From an optimization exercise on the open Yosys and OpenROAD flow, aimed at small area; shortcuts taken in it are not production practice.
Only the layout flow was run in this run; the RTL was not checked for function there.
No activity file was given, so power comes from the tool's default toggle rates.

===== flow/config.mk =====
export PLATFORM = sky130hd
export DESIGN_NAME = CicFilter
export DESIGN_NICKNAME = CicFilter
export VERILOG_FILES = /design/flow/design.v
export SDC_FILE = /design/flow/constraint.sdc
export NUM_CORES = 4
export LEC_CHECK = 0
export CAP_MARGIN = 20
export CORE_MARGIN = 2
export CORE_UTILIZATION = 40
export SLEW_MARGIN = 20

===== flow/constraint.sdc =====
create_clock -name core_clock -period 4.0 [get_ports {Clk_i}]
set_input_delay 0.8000 -clock core_clock [delete_from_list [all_inputs] [get_ports {Clk_i}]]
set_output_delay 0.8000 -clock core_clock [all_outputs]
set_load 0.01 [all_outputs]

===== flow/design.v =====
`timescale 1ns / 1ps
module IntFilterBlock 
#(	
	parameter OutDataWidth = 18
)
(
	input Clk_i,
	input Rst_i,
	input [OutDataWidth-1:0] Data_i,
	input DataNd_i,
	output [OutDataWidth-1:0] Data_o,
	output DataValid_o
);
	reg [OutDataWidth-1:0] outAcc;
	reg outVal;
	assign Data_o = outAcc;
	assign DataValid_o = outVal;
	always @(posedge Clk_i or posedge Rst_i) begin
		if (Rst_i) begin
			outAcc <= {OutDataWidth{1'b0}};
			outVal <= 1'b0;
		end else begin
			if (DataNd_i) begin
				outAcc <= outAcc+Data_i;
				outVal <= 1'b1;
			end else begin
				outAcc <= {OutDataWidth{1'b0}};
				outVal <= 1'b0;
			end 
		end
	end
endmodule
`timescale 1ns / 1ps
module DecimBlock
#(	
	parameter OutDataWidth = 18,
	parameter DecimCntWidth = 7
)
(
	input Clk_i,
	input Rst_i,
	input [2:0]	DecimFactor_i,
	input [OutDataWidth-1:0] Data_i,
	input DataVal_i,
	output [OutDataWidth-1:0] Data_o,
	output DataVal_o
);
	reg [DecimCntWidth-1:0] decimCnt;
	reg [2:0] decimFactor;
	assign Data_o = Data_i;
	assign DataVal_o = DataVal_i? (decimCnt == 0):1'b0;
	always	@(posedge Clk_i or posedge Rst_i)	begin
		if	(Rst_i) begin
			decimFactor <= 3'd1;
		end else begin
			if (DecimFactor_i <= 3'd1)	begin
				decimFactor <= 3'd1;
			end else begin
				decimFactor <= DecimFactor_i;
			end
		end
	end
	always @(posedge Clk_i or posedge Rst_i) begin
		if (Rst_i) begin
			decimCnt <= {DecimCntWidth{1'b0}};
		end else begin
			if (DataVal_i) begin
				if (decimCnt == decimFactor-1) begin
					decimCnt <= {DecimCntWidth{1'b0}};
				end else begin
					decimCnt <= decimCnt+7'd1;
				end
			end else begin
				decimCnt <= {DecimCntWidth{1'b0}};
			end
		end
	end
endmodule
`timescale 1ns / 1ps
module CombFilterBlock 
#(
	parameter	M=4,
	parameter	OutDataWidth	=	18
)
(
	input Clk_i,
	input Rst_i,
	input [OutDataWidth-1:0] Data_i,
	input DataNd_i,
	output [OutDataWidth-1:0] Data_o,
	output DataValid_o
);
	reg signed	[OutDataWidth-1:0] sumResult;
	reg	dataValid;
	reg	signed	[OutDataWidth-1:0] delData [M-1:0];
	assign Data_o = sumResult;
	assign DataValid_o = dataValid;
	genvar i;
	generate 
		for (i=0; i<M; i=i+1) begin: DelayGen
			always @(posedge Clk_i or posedge Rst_i) begin
				if (Rst_i) begin
					delData [i] <= {OutDataWidth{1'b0}};
				end else if (DataNd_i) begin
					if (i==0) begin
						delData [i] <= Data_i;
					end	else	begin
						delData [i] <= delData[i-1];
					end
				end
			end
		end
	endgenerate 
	always @(posedge Clk_i or posedge Rst_i) begin
		if (Rst_i) begin
			sumResult <= {OutDataWidth{1'b0}};
			dataValid <= 1'b0;
		end else begin
			if (DataNd_i) begin
				sumResult <= Data_i-delData[M-1];
				dataValid <= 1'b1;
			end else begin
				dataValid <= 1'b0;
			end
		end
	end
endmodule
`timescale 1ns / 1ps
module CicFilter
#(
	parameter N = 4,	 
	parameter M = 1,	 
	parameter InDataWidth	=	14,
	parameter OutDataWidth	=	32,
	parameter DecimCntWidth	=	7
)
(
	input Clk_i,
	input Rst_i,
	input [2:0]	DecimFactor_i,
	input [InDataWidth-1:0] Data_i,
	input DataNd_i,
	output [OutDataWidth-1:0] Data_o,
	output DataValid_o
);
	localparam	ExtendBitNum	=	OutDataWidth-InDataWidth;
	wire	[OutDataWidth-1:0]	adcExtData	=	{{ExtendBitNum{Data_i[InDataWidth-1]}},Data_i};
	wire	[OutDataWidth-1:0]	inData	[N-1:0];
	wire	[OutDataWidth-1:0]	intFilteredData	[N-1:0];
	wire	intFilteredDataValid	[N-1:0];
	wire	intDataVal	[N-1:0];
	wire	[OutDataWidth-1:0]	decimIntData;
	wire	decimIntDataValid;
	wire	[OutDataWidth-1:0]	combFilteredData	[N-1:0];
	wire	[OutDataWidth-1:0]	combInData	[N-1:0];
	wire	combDataVal	[N-1:0];
	wire	combFilteredDataVal	[N-1:0];
	assign	Data_o	=	combFilteredData[N-1];
	assign	DataValid_o	=	combFilteredDataVal[N-1];
genvar i,j;
generate 
	for (i=0; i<N; i=i+1)	begin: IntFilterGen
		assign	inData	[i]		=	(i==0)?adcExtData:intFilteredData[i-1];
		assign	intDataVal[i]	=	(i==0)?DataNd_i:intFilteredDataValid[i-1];
		IntFilterBlock 
		#(	
			.OutDataWidth	(OutDataWidth)
		)
		IntFilterBlock
		(
			.Clk_i			(Clk_i),
			.Rst_i			(Rst_i),
			.Data_i			(inData[i]),
			.DataNd_i		(intDataVal[i]),
			.Data_o			(intFilteredData[i]),
			.DataValid_o	(intFilteredDataValid[i])
		);
	end	
	DecimBlock
	#(	
		.OutDataWidth	(OutDataWidth),
		.DecimCntWidth	(DecimCntWidth)
	)
	DecimBlock
	(
		.Clk_i			(Clk_i),
		.Rst_i			(Rst_i),
		.DecimFactor_i	(DecimFactor_i),
		.Data_i			(intFilteredData[N-1]),
		.DataVal_i		(intFilteredDataValid[N-1]),
		.Data_o			(decimIntData),
		.DataVal_o		(decimIntDataValid)
	);
	for (j=0; j<N; j=j+1)	begin: CombFilterGen
		assign	combInData	[j]	=	(j==0)?decimIntData:combFilteredData[j-1];
		assign	combDataVal	[j]	=	(j==0)?decimIntDataValid:combFilteredDataVal[j-1];
		CombFilterBlock 
		#(	
			.M(M),
			.OutDataWidth	(OutDataWidth)
		)
		CombFilterBlock
		(
			.Clk_i			(Clk_i),
			.Rst_i			(Rst_i),
			.Data_i			(combInData[j]),
			.DataNd_i		(combDataVal[j]),
			.Data_o			(combFilteredData[j]),
			.DataValid_o	(combFilteredDataVal[j])
		);
	end
endgenerate
endmodule

===== flow/run.sh =====
#!/bin/bash
# synth_recipe.tcl (not shown) runs the flow's synth.tcl, then flattens the netlist and writes it again
# the make line also repeats each setting of config.mk as NAME=value (left out here)
make -C /OpenROAD-flow-scripts/flow DESIGN_CONFIG=/design/flow/config.mk WORK_HOME=/design/flow/orfs CLKGATE_MAP_FILE= SYNTH_SCRIPT=/design/flow/synth_recipe.tcl finish

==> out/metrics.yaml <==
outcome:
  status: "complete, no violations"
placement:
  place_area_um2: 28140
  routabilityCongestion: 0.8668
  port_buffers: 52
  hpwl_um: 43800
drt:
  drtIter0Drc: 1146
  route.vias.total: 20835
  wl_per_cell_um: 15.00
  routed_wl_um: 58230
  viasPerCell: 5.367
  ant_nets: 0
  dr.pass1.iters: 5
  drc: 0
pwr:
  leakagePower_nw: 14.26
  peakVddDrop_mv: 0.4364
  power_density_nw_per_um2: 988.6
critical_path:
  path_buf_inv: 1
  worst-endpoint-required_ps: 4480
  crit_path_max_fanout: 5
  reg2regPathDepth: 12
  cp-start-kind: "register"
  worstReg2RegStart: "CombFilterGen[0].CombFilterBlock.sumResult[0]$_DFFE_PP0P_"
  cpLargestDelayFamily: "compound AO/OA/AOI/OAI gates"
  rrSetupSlack_ps: 480
  crit_slowest_cell: "o31a_1"
  timing_worst_setup_path_type: "register to register"
  worstReg2RegEnd: "CombFilterGen[1].CombFilterBlock.sumResult[26]$_DFFE_PP0P_"
  critical-path-max-stage-delay_ps: 450
  worstSetupEndpointType: "register"
  worstPathCellList: "inv_1, ha_1, fa_1, nand2b_1, a21boi_0, o21ai_0, a22oi_1, a211oi_1, o31a_1, o31ai_2, xor2_1, mux2_2"
  cp_data_arrival_time_ps: 4000
floorplanning:
  die_y_um: 262.2
  pin_count: 53
  chipWidth_um: 262.2
  core-area_um2: 65860
  fp.dieArea_um2: 68730
  start_util: 0.4047
  num_rows: 94
finish:
  drive_gt1_frac: 0.06461
  nets: 3259
  seq_area_um2: 10060
  multiInputGateArea_um2: 15470
  area_growth_pct: 11.76
  n_fill_cell: 6293
  antenna_cells: 0
  finish.instance_area_um2: 29790
  final_core_util: 0.4524
cts:
  post_cts_buffers: 0
  post_cts_resized: 0
  cts_tree: "built"
  cts_root_buf: "clkbuf_16"
  clockBufferDepth: 3
  cts_buffers: 48
  cts.sinks: 402
  clk_latency_ps: 600
  holdBufCountCts: 0
  cts_max_level: 2
  clkTransAtPathRegs_ps: 60
synth:
  synth-edff-count: 0
  synth-main-ff-cell: "dfrtp_1"
  ys_seq_area_frac: 0.3774
  ys_seq_elements: 402
  synthArstFlopShare: 1.000
  postSynthAreaPerCell_um2: 9.021
  postSynthCellCount: 2955
  synth.net_count: 3234
  synth_cell_types: 73
  ys_warn_count: 5
  netlist_area_um2: 26660
grt:
  grt_usage: 0.1727
  grt_antenna_before_repair: 0
  grt_pass1_vias: 21049
  grt_first_pass_wirelength_um: 100200
  grt_max_degree: 99
  overflow: 0
timing:
  min_period_ps: 3522
  max_freq_mhz: 284.0
  finalSetupViolations: 0
  worstMarginPinSlew_ps: 900.3
  slew_violations: 0
  setup_tns_ps: 0
  rsz0062_at_grt: "no"
  finalClockSkew_ps: 30.94
  maxSlewHeadroom: 0.3998
  period_share: 0.8804
  hold_viol: 0
worst_hold_path:
  hold_class: "register to register"
  worstHoldStart: "CombFilterGen[3].CombFilterBlock.sumResult[15]$_DFFE_PP0P_"
  holdPathStages: 2
  whs_endpoint: "CombFilterGen[3].CombFilterBlock.sumResult[15]$_DFFE_PP0P_"
flow_run:
  cap_violations: 0
## logic make-up (layout without fill, tap and decap cells)
kind of cell	after synthesis	count (layout)	share of synthesized area
compound gates	897	897	0.2113
buf+inv	300	363	0.04224
mux	86	86	0.03548
simple gates	828	828	0.1496
flops	402	402	0.3774
fa+ha+maj	259	259	0.1238
xor+xnor	183	183	0.06012
## worst reg2reg max path, cell delays in order, from the launching register on
cell and delay [ps]:
dfrtp_1 360, inv_1 50, ha_1 220, fa_1 400
nand2b_1 160, a21boi_0 220, o21ai_0 200, a22oi_1 370
a211oi_1 220, o31a_1 450, o31ai_2 380, xor2_1 110
mux2_2 270
## final cells by class
class / count / share of cell area
Clock inverter: 19 / 0.008945
Multi-Input combinational cell: 2253 / 0.5193
Timing Repair Buffer: 74 / 0.02553
Clock buffer: 69 / 0.04670
Sequential cell: 402 / 0.3378
Tap cell: 864 / 0.03628
Inverter: 201 / 0.02545
## stage by stage
stage | hold slack (ps) | setup slack [ps] | cells | total power [mW]
2_1_floorplan | 351.9 | -2213 | 2955 | 20.97
3_3_place_gp | 469.0 | 148.1 | 3794 | 24.41
3_5_place_dp | 475.8 | 163.9 | 3794 | 24.82
4_1_cts | 490.0 | 486.7 | 3882 | 29.63
5_1_grt | 500.3 | 129.5 | 3882 | 32.37
6_report | 484.2 | 478.3 | 3882 | 29.45
## worst max path at each step
| stage | cells past startpoint | start | endpoint |
|---|---|---|---|
| global placement | 13 | Data_i[0] | IntFilterGen[0].IntFilterBlock.outAcc[28]$_DFF_PP0_ |
| floorplan | 1 | Rst_i | CombFilterGen[0].CombFilterBlock.dataValid$_DFF_PP0_ |
| finish | 12 | CombFilterGen[0].CombFilterBlock.sumResult[0]$_DFFE_PP0P_ | CombFilterGen[1].CombFilterBlock.sumResult[26]$_DFFE_PP0P_ |
| global route | 12 | CombFilterGen[0].CombFilterBlock.sumResult[0]$_DFFE_PP0P_ | CombFilterGen[1].CombFilterBlock.sumResult[26]$_DFFE_PP0P_ |
| CTS | 12 | CombFilterGen[0].CombFilterBlock.sumResult[0]$_DFFE_PP0P_ | CombFilterGen[1].CombFilterBlock.sumResult[26]$_DFFE_PP0P_ |
| detailed placement | 13 | Data_i[0] | IntFilterGen[0].IntFilterBlock.outAcc[26]$_DFF_PP0_ |
## registers in the layout, indices dropped and copies added (netlist names)
name	cells
DecimBlock.decimCnt	7
CombFilterGen.CombFilterBlock.dataValid	4
IntFilterGen.IntFilterBlock.outAcc	128
IntFilterGen.IntFilterBlock.outVal	4
CombFilterGen.CombFilterBlock.delData	128
DecimBlock.decimFactor	3
CombFilterGen.CombFilterBlock.sumResult	128
## power by group
group | leakage, nW | total (mW) | switching (mW) | internal, mW
clock network | 0.819 | 4.56 | 1.76 | 2.80
registers | 5.07 | 7.15 | 1.25 | 5.90
logic | 8.37 | 17.7 | 9.73 | 8.01
total | 14.3 | 29.5 | 12.7 | 16.7
## placed cells by master (no fill, tap or decap), types with 10 or more instances in the layout
cell,synthesis,final
ha_1,251,251
clkdlybuf4s50_1,0,52
o31ai_1,30,30
o21a_1,33,33
nor2_1,153,153
nor3b_1,11,11
nand4_1,24,24
o21bai_1,35,35
clkinv_2,0,10
inv_1,195,194
mux2_2,68,68
and2_1,59,59
nand3b_1,10,10
o211ai_1,19,19
a211o_1,10,10
nand2_1,304,304
a21oi_1,215,215
xnor2_1,114,114
a21o_1,148,148
clkbuf_1,93,11
o21ai_0,259,259
or3_1,17,17
dfrtp_1,401,398
nor3_1,39,39
a31oi_1,27,27
a211oi_1,23,23
a21boi_0,13,13
buf_4,0,16
and3_1,33,33
clkbuf_16,0,49
nor2b_1,40,40
nand3_1,63,63
nand2b_1,42,42
xor2_1,69,69
mux2i_1,18,18
## per-layer routing
layer	global-route usage	vias up	share of wire
met4	0.06058	0	0.031
li1	-	10550	-
met1	0.2026	9823	0.44
met2	0.3182	343	0.50
met3	0.02652	119	0.032
met5	0	-	0
## cells in the mapped netlist, types with 68 or more instances
master / instances / area, um^2
xnor2_1: 114 / 998.5
a21o_1: 148 / 1111
dfrtp_1: 401 / 10030
nor2_1: 153 / 574.3
nand2_1: 304 / 1141
xor2_1: 69 / 604.3
mux2_2: 68 / 765.7
ha_1: 251 / 3141
a21oi_1: 215 / 1076
inv_1: 195 / 732.0
clkbuf_1: 93 / 349.1
o21ai_0: 259 / 1296

-- afterwards: timing with drivers on the ports --
The flow's constraints put no driver on any port. The routed layout listed below was extracted and timed again, unchanged, in two steps.
Step 1 (the two cells are an assumption about what drives the block):
set clk [get_ports {Clk_i}]
set_driving_cell -lib_cell sky130_fd_sc_hd__clkbuf_16 $clk
set_driving_cell -lib_cell sky130_fd_sc_hd__buf_2 [delete_from_list [all_inputs] $clk]
Step 2, shift: input delay + t, output delay - t, t = (earliest + latest rising clock arrival at the registers) / 2. This alone moves slack from input paths to output paths.
Slacks: ideal ports / drivers / drivers and shift; pairs: ideal ports / drivers.
t (ns): 0.647
slack for setup (ns): 0.478 / 0.478 / 0.123
slew at the worst register clock pin (ns): 0.06 / 0.06
cell pins on the clock port's net: 1
After both steps setup and hold are still met in this run. For this run, drivers alone change the setup slack by 0.000 ns; drivers and shift together by -0.355 ns.
